Background: an optimization exercise with open tools, aiming at small area, a short achievable clock period and few clock cycles. Do not read the settings as production practice.
Power and IR drop assume default switching activity.

==> flow/design.v <==
module huffman(clk, reset, gray_valid, CNT_valid,  gray_data, CNT1, CNT2, CNT3, CNT4, CNT5, CNT6,
    code_valid, HC1, HC2, HC3, HC4, HC5, HC6, M1, M2, M3, M4, M5, M6);
input clk;
input reset;
input gray_valid;
input [7:0] gray_data;
output reg CNT_valid;
output [7:0] CNT1, CNT2, CNT3, CNT4, CNT5, CNT6;
output reg code_valid;
output [7:0] HC1, HC2, HC3, HC4, HC5, HC6;
output [7:0] M1, M2, M3, M4, M5, M6;
reg [6:0] W1, W2, W3, W4, W5;
reg [6:0] V;
reg [6:0] amount;    
reg [2:0] ptr [0:5];
reg [4:0] hc [0:5];
reg [4:0] m [0:5];
assign CNT1 = {1'b0, W5};
assign CNT2 = {1'b0, V};
assign CNT3 = {1'b0, W1};
assign CNT4 = {1'b0, W2};
assign CNT5 = {1'b0, W3};
assign CNT6 = {1'b0, W4};
assign HC1 = {3'b0, hc[0]};
assign HC2 = {3'b0, hc[1]};
assign HC3 = {3'b0, hc[2]};
assign HC4 = {3'b0, hc[3]};
assign HC5 = {3'b0, hc[4]};
assign HC6 = {3'b0, hc[5]};
assign M1 = {3'b0, m[0][4:1], 1'b1};
assign M2 = {3'b0, m[1][4:1], 1'b1};
assign M3 = {3'b0, m[2][4:1], 1'b1};
assign M4 = {3'b0, m[3][4:1], 1'b1};
assign M5 = {3'b0, m[4][4:1], 1'b1};
assign M6 = {3'b0, m[5][4:1], 1'b1};
reg counting, sorting, merging;
reg [4:1] U;
reg ph;              
reg [5:1] Tr;
wire last_sort = sorting & !U[1];
wire last_merge = merging & !U[1];
wire cmp_cycle = (sorting | merging) & !ph;
wire ins_cycle = (sorting | merging) & ph;
wire drop = merging & cmp_cycle;
function lt7;
    input [6:0] a, b;
    reg [6:0] l, g;
    begin
        l = ~a & b;
        g = a & ~b;
        lt7 = l[6] | ~g[6] & (l[5] | ~g[5] & (l[4] | ~g[4] & (l[3] | ~g[3] &
              (l[2] | ~g[2] & (l[1] | ~g[1] & l[0])))));
    end
endfunction
wire lt1 = lt7(W1, V);
wire lt2 = lt7(W2, V);
wire lt3 = lt7(W3, V);
wire lt4 = lt7(W4, V);
wire lt5 = lt7(W5, V);
wire [5:1] Tc;
assign Tc[1] = merging ? lt2 : (lt1 | U[1]);
assign Tc[2] = merging ? lt3 : (lt2 | U[2]);
assign Tc[3] = merging ? lt4 : (lt3 | U[3]);
assign Tc[4] = merging ? lt5 : (lt4 | U[4]);
assign Tc[5] = !merging & lt5;
wire [6:1] T = {1'b0, Tr};
wire [2:0] p = {T[4], T[2] & !T[4], (T[1] & !T[2]) | (T[3] & !T[4]) | T[5]};
wire [6:0] D = 7'd127;    
function [6:0] pick;
    input up, here;
    input [6:0] w1, w0, v;
    pick = here ? v : up ? w1 : w0;
endfunction
wire [2:0] sym = gray_data[2:0];
wire take = counting & gray_valid;
function [6:0] add7;
    input [6:0] a, b;
    reg [6:0] g, t, x, g1, t1, g2, t2, g3;
    begin
        g = a & b;
        t = a | b;
        x = a ^ b;
        g1 = g | (t & {g[5:0], 1'b0});
        t1 = t & {t[5:0], 1'b0};
        g2 = g1 | (t1 & {g1[4:0], 2'b0});
        t2 = t1 & {t1[4:0], 2'b0};
        g3 = g2 | (t2 & {g2[2:0], 4'b0});
        add7 = x ^ {g3[5:0], 1'b0};
    end
endfunction
reg [6:0] S;
wire [6:0] sa = merging ? W2 : W1;
wire [6:0] sb = merging ? W3 : W2;
wire [6:0] sum_ab = add7(sa, sb);
wire [6:0] sum_va = add7(V, sa);
always @(posedge clk) begin
    if (reset) begin
        amount <= 7'd0;
        counting <= 1'b1;
        sorting <= 1'b0;
        merging <= 1'b0;
        U <= 4'b1111;
        ph <= 1'b0;
        CNT_valid <= 1'b0;
        code_valid <= 1'b0;
        V <= 7'd0;
        W1 <= 7'd0; W2 <= 7'd0; W3 <= 7'd0; W4 <= 7'd0; W5 <= 7'd0;
    end else begin
        CNT_valid <= take && amount == 7'd99;
        code_valid <= last_merge;
        if (take) amount <= amount + 7'd1;
        if (take && amount == 7'd99) begin
            counting <= 1'b0;
            sorting <= 1'b1;
        end
        if (ins_cycle & last_sort) begin
            sorting <= 1'b0;
            merging <= 1'b1;
        end
        if (last_merge) merging <= 1'b0;
        ph <= cmp_cycle & !last_merge;
        if (ins_cycle) U <= last_sort ? 4'b1111 : {1'b0, U[4:2]};
        if (take) begin
            if (sym == 3'd1) W5 <= W5 + 7'd1;
            if (sym == 3'd2) V  <= V  + 7'd1;
            if (sym == 3'd3) W1 <= W1 + 7'd1;
            if (sym == 3'd4) W2 <= W2 + 7'd1;
            if (sym == 3'd5) W3 <= W3 + 7'd1;
            if (sym == 3'd6) W4 <= W4 + 7'd1;
        end
        if (drop) begin
            W1 <= W2; W2 <= W3; W3 <= W4; W4 <= W5; W5 <= D;
        end
        if (ins_cycle) begin
            W1 <= pick(T[2], T[1] & !T[2], W2, W1, V);
            W2 <= pick(T[3], T[2] & !T[3], W3, W2, V);
            W3 <= pick(T[4], T[3] & !T[4], W4, W3, V);
            W4 <= pick(T[5], T[4] & !T[5], W5, W4, V);
            W5 <= pick(1'b0, T[5],         D,  W5, V);
            if (sorting && !last_sort) V <= W1;
            else V <= S;
        end
    end
end
always @(posedge clk)
    if (cmp_cycle) begin
        Tr <= Tc;
        S <= Tc[2] ? sum_ab : sum_va;
    end
wire [2:0] dst0 = p;
wire [2:0] dst1 = T[1] ? 3'd0 : 3'd1;
wire [2:0] dst2 = T[2] ? 3'd1 : 3'd2;
wire [2:0] dst3 = T[3] ? 3'd2 : 3'd3;
wire [2:0] dst4 = T[4] ? 3'd3 : 3'd4;
wire [2:0] dst5 = T[5] ? 3'd4 : 3'd5;
function [2:0] dst;
    input [2:0] j;
    input [2:0] d0, d1, d2, d3, d4, d5;
    case (j)
        3'd0: dst = d0;
        3'd1: dst = d1;
        3'd2: dst = d2;
        3'd3: dst = d3;
        3'd4: dst = d4;
        default: dst = d5;
    endcase
endfunction
integer s;
always @(posedge clk) begin
    if (reset) begin
        ptr[0] <= 3'd5;
        ptr[1] <= 3'd0;
        ptr[2] <= 3'd1;
        ptr[3] <= 3'd2;
        ptr[4] <= 3'd3;
        ptr[5] <= 3'd4;
    end else if (drop) begin
        for (s = 0; s < 6; s = s + 1)
            if (ptr[s] != 3'd0) ptr[s] <= ptr[s] - 3'd1;
    end else if (ins_cycle) begin
        for (s = 0; s < 6; s = s + 1)
            ptr[s] <= dst(ptr[s], dst0, dst1, dst2, dst3, dst4, dst5);
    end
end
always @(posedge clk) begin
    if (reset) begin
        for (s = 0; s < 6; s = s + 1) begin
            hc[s] <= 5'd0;
            m[s] <= 5'd0;
        end
    end else if (drop) begin
        for (s = 0; s < 6; s = s + 1) begin
            if (ptr[s] <= 3'd1) begin
                m[s] <= {m[s][3:0], 1'b1};
                hc[s] <= hc[s] | (({m[s][3:0], 1'b1} & ~m[s]) & {5{ptr[s] == 3'd0}});
            end
        end
    end
end
endmodule
Settings: LEC_CHECK=0, CAP_MARGIN=20, CORE_MARGIN=2, CORE_UTILIZATION=40, CTS_BUF_LIST=sky130_fd_sc_hd__clkbuf_8, PLACE_DENSITY=0.6, SETUP_SLACK_MARGIN=2.5, SLEW_MARGIN=20; clock period 4.5 ns.
standard.sh (not shown) runs the stock make flow with config.mk's settings and CLKGATE_MAP_FILE= SYNTH_SCRIPT=/design/flow/synth_recipe.tcl, a recipe that flattens the netlist after the stock synthesis.
==> flow/flow/run.sh <==
#!/bin/bash
# Standard layout, but with the smallest buffer on the ports.
set -euo pipefail
sed 's|"\${@:-finish}"|BUFFER_PORTS_ARGS="-buffer_cell sky130_fd_sc_hd__buf_1" "${@:-finish}"|' standard.sh > my_standard.sh
bash my_standard.sh > flow.log 2>&1
Change:
--- a/flow/design.v
+++ b/flow/design.v
@@ -88,11 +88,7 @@
         add7 = x ^ {g3[5:0], 1'b0};
     end
 endfunction
-reg [6:0] S;
-wire [6:0] sa = merging ? W2 : W1;
-wire [6:0] sb = merging ? W3 : W2;
-wire [6:0] sum_ab = add7(sa, sb);
-wire [6:0] sum_va = add7(V, sa);
+wire [6:0] vsum = add7(W1, T[2] ? W2 : V);
 always @(posedge clk) begin
     if (reset) begin
         amount <= 7'd0;
@@ -138,15 +134,12 @@
             W4 <= pick(T[5], T[4] & !T[5], W5, W4, V);
             W5 <= pick(1'b0, T[5],         D,  W5, V);
             if (sorting && !last_sort) V <= W1;
-            else V <= S;
+            else V <= vsum;
         end
     end
 end
 always @(posedge clk)
-    if (cmp_cycle) begin
-        Tr <= Tc;
-        S <= Tc[2] ? sum_ab : sum_va;
-    end
+    if (cmp_cycle) Tr <= Tc;
 wire [2:0] dst0 = p;
 wire [2:0] dst1 = T[1] ? 3'd0 : 3'd1;
 wire [2:0] dst2 = T[2] ? 3'd1 : 3'd2;
Result: Power is lower by 2.9%; clock power barely changes; count of clock-buffer cells in the layout does not change; routed wire length is lower by 5.3%; setup slack degrades by 0.17 ns; via count is lower by 3.9%; sequential cell count is lower by 7; area after synthesis is lower by 5.4%.
Function was not checked in any run of this note: the RTL went through the layout flow alone.

re-timing with driven ports:
Ports are ideal in the flow. The routed layouts listed here were re-timed in OpenROAD.
Step 1 assumes that a clkbuf_16 drives the clock port and a buf_2 every other input.
Step 2, shift: input delay + t, output delay - t, t = (earliest + latest rising clock arrival at the registers) / 2. This alone moves slack from input paths to output paths.
a / b / c = ideal ports / drivers / drivers and shift; a / b = the first two.
| run | t (ns) | setup slack, ns | worst register clock-pin slew, ns | pins driven straight from the clock port |
|---|---|---|---|---|
| the first run | 0.519 | 2.181 / 2.181 / 2.071 | 0.10 / 0.10 | 1 |
| the second run | 0.523 | 2.012 / 2.012 / 1.859 | 0.11 / 0.11 | 1 |
After both steps every run listed still meets setup and hold. The setup slack of the second run, which loses most, moves by 0.000 ns with the drivers and by -0.153 ns with both steps.
